This is an optimization exercise on Yosys and OpenROAD, whose aim is small area, a short achievable clock period and few clock cycles, not a production implementation. In this exercise RTL edits were held to simulation tests only and were not proved equivalent to the original.

// cpu
module cpu(clk, reset, imem_addr, imem_data, dmem_addr, dmem_we, dmem_wdata, dmem_rdata);
Size: ~2400 flip-flops, about 180 I/O pins.
==> flow/config.mk <==
export PLATFORM = sky130hd
export DESIGN_NAME = cpu
export DESIGN_NICKNAME = cpu
export VERILOG_FILES = /design/flow/design.v
export SDC_FILE = /design/flow/constraint.sdc
export NUM_CORES = 4
export LEC_CHECK = 0
export ABC_AREA = 1
export CAP_MARGIN = 20
export CORE_MARGIN = 2
export CORE_UTILIZATION = 55
export CTS_CLUSTER_DIAMETER = 90
export CTS_CLUSTER_SIZE = 20
export PLACE_DENSITY = 0.65
export SLEW_MARGIN = 20
==> flow/constraint.sdc <==
create_clock -name core_clock -period 34.0 [get_ports {clk}]
set_input_delay 6.8000 -clock core_clock [delete_from_list [all_inputs] [get_ports {clk}]]
set_output_delay 6.8000 -clock core_clock [all_outputs]
set_load 0.01 [all_outputs]
standard.sh (not shown) runs the stock make flow with config.mk's settings and CLKGATE_MAP_FILE= SYNTH_SCRIPT=/design/flow/synth_recipe.tcl, a recipe that flattens the netlist after the stock synthesis.
==> flow/flow/run.sh <==
#!/bin/bash
# Layout flow: the standard ORFS flow (standard.sh: same synthesis, floorplan, power
# grid, placement, CTS and routing, same clock period and SDC), with two changes to how
# the layout is optimised:
#  - SETUP_SLACK_MARGIN asks ORFS's timing repair to leave 26.1 ns of slack on the 34 ns
#    clock, so it sizes and buffers the design for a period of about 7.9 ns, on every
#    violating endpoint (TNS_END_PERCENT=100);
#  - the port buffers that buffer_ports inserts are plain buffers (buf_2, which repair may
#    resize) rather than its default delay-buffer cell.
# make's full output goes to standard_flow.log here; ORFS's per-step logs stay under orfs/logs.
set -euo pipefail
bash standard.sh SETUP_SLACK_MARGIN=26.1 TNS_END_PERCENT=100 \
  "BUFFER_PORTS_ARGS=-buffer_cell sky130_fd_sc_hd__buf_2" finish > standard_flow.log 2>&1
The baseline finished with timing, DRC and antenna clean.
Testbench counts at the start, summed over its fixed seeds: cycles 70,492.
Then changed:
--- a/flow/flow/run.sh
+++ b/flow/flow/run.sh
@@ -4,4 +4,4 @@
 # the layout is optimised:
-#  - SETUP_SLACK_MARGIN asks ORFS's timing repair to leave 26.1 ns of slack on the 34 ns
-#    clock, so it sizes and buffers the design for a period of about 7.9 ns, on every
+#  - SETUP_SLACK_MARGIN asks ORFS's timing repair to leave 25.8 ns of slack on the 34 ns
+#    clock, so it sizes and buffers the design for a period of about 8.2 ns, on every
 #    violating endpoint (TNS_END_PERCENT=100);
@@ -11,3 +11,3 @@
 set -euo pipefail
-bash standard.sh SETUP_SLACK_MARGIN=26.1 TNS_END_PERCENT=100 \
+bash standard.sh SETUP_SLACK_MARGIN=25.8 TNS_END_PERCENT=100 \
   "BUFFER_PORTS_ARGS=-buffer_cell sky130_fd_sc_hd__buf_2" finish > standard_flow.log 2>&1
Settings changed: CORE_UTILIZATION 55 to 45, CTS_CLUSTER_DIAMETER 90 to unset, CTS_CLUSTER_SIZE 20 to unset, PLACE_DENSITY 0.65 to 0.6.
Result: Routed wire length drops by 0.76%. Maximum frequency fell by 1.9%. Setup slack loses 160 ps. Sequential share of layout area is lower by 1.1 points. Die area grows by 22%. First-iteration DRC count grows by 6.0%. Utilization came out lower by 9.7 points.
Then changed:
Settings changed: CORE_UTILIZATION 45 to 55, CTS_CLUSTER_DIAMETER set to 70, CTS_CLUSTER_SIZE set to 14, PLACE_DENSITY 0.6 to 0.65.
After rerunning: Design area came out lower by 2.1%; final cell count came out lower by about 4.3%; core utilization came out higher by 10 points; wire length came out lower by 1.3%; first-iteration DRC count came out lower by 3.9%; flip-flop and latch count does not change.


JK:
cpu, a different RTL version from the one above (not shown whole).
Size in the first run: roughly 18,000 cells after synthesis, ~180 I/O pins.
// cpu
module cpu(clk, reset, imem_addr, imem_data, dmem_addr, dmem_we, dmem_wdata, dmem_rdata);
Settings: LEC_CHECK=0, ABC_AREA=1, CAP_MARGIN=40, CORE_MARGIN=2, CORE_UTILIZATION=40, PLACE_DENSITY=0.6, SLEW_MARGIN=60; clock period 34.0 ns.
==> flow/flow/run.sh <==
#!/bin/bash
# Layout flow: the standard ORFS flow (standard.sh: same synthesis, floorplan, power
# grid, placement, CTS and routing, same clock period and SDC), with two changes to how
# the layout is optimised:
#  - SETUP_SLACK_MARGIN asks ORFS's timing repair to leave 25.5 ns of slack on the 34 ns
#    clock, so it sizes and buffers the design for a period of about 8.5 ns;
#  - the port buffers that buffer_ports inserts are plain buffers (buf_2, which repair may
#    resize) rather than its default delay-buffer cell.
# make's full output goes to standard_flow.log here; ORFS's per-step logs stay under orfs/logs.
set -euo pipefail
bash standard.sh SETUP_SLACK_MARGIN=25.5 TNS_END_PERCENT=20 \
  "BUFFER_PORTS_ARGS=-buffer_cell sky130_fd_sc_hd__buf_2" finish > standard_flow.log 2>&1
Testbench counts of JK, summed over its fixed seeds: cycles 70,492.
Input-level comparison between MS and JK:
==> flow/run.sh (new file) <==
#!/bin/bash
# synth_recipe.tcl (not shown) runs the flow's synth.tcl, then flattens the netlist and writes it again
# the make line also repeats each setting of config.mk as NAME=value (left out here)
make -C /OpenROAD-flow-scripts/flow DESIGN_CONFIG=/design/flow/config.mk WORK_HOME=/design/flow/orfs CLKGATE_MAP_FILE= SYNTH_SCRIPT=/design/flow/synth_recipe.tcl finish
removed: flow/flow/run.sh
removed: flow/standard.sh
## What came out
Compared with JK, in MS sum of negative setup slack did not really move; sequential fraction of total cell area went down.
On setup slack after layout, the lower figure sits with MS, not JK.
Wire length (MS vs. JK) decreases slightly
Per the comparison of MS with JK, count of clock-buffer cells in the layout -6.2%, core utilization increased by 0.29 points relative to the old numbers.

[what the ideal ports hide]
In the flow no input, the clock included, has a driving cell. The finished layouts below were timed again as built, in two steps. Step 1 assumes that a clkbuf_16 drives the clock port and a buf_2 every other input. Step 2 times the ports against the registers' clock, not the clock port: input delays grow and output delays shrink by t, the midpoint of the rising clock arrivals with the driver on. a / b / c = ideal / step 1 / step 2; a / b = the first two.
| run | t (ns) | setup WS [ns] | latest minus earliest clock arrival (ns) | slew at the worst register clock pin (ns) |
|---|---|---|---|---|
| the first run of note 1 | 1.026 | 25.705 / 25.590 / 25.329 | 0.094 / 0.094 | 0.10 / 0.10 |
| the second run of note 1 | 1.062 | 25.549 / 25.549 / 25.061 | 0.099 / 0.099 | 0.07 / 0.07 |
| the third run of note 1 | 1.065 | 25.414 / 25.414 / 24.973 | 0.102 / 0.103 | 0.08 / 0.08 |
| JK | 1.078 | 25.315 / 25.173 / 25.254 | 0.058 / 0.059 | 0.07 / 0.07 |
| MS | 1.075 | 24.792 / 24.679 / 24.792 | 0.076 / 0.075 | 0.08 / 0.08 |
After both steps setup and hold are still met in every run listed. For the second run of note 1, which loses most, drivers alone change the setup slack by 0.000 ns; drivers and shift together by -0.488 ns.
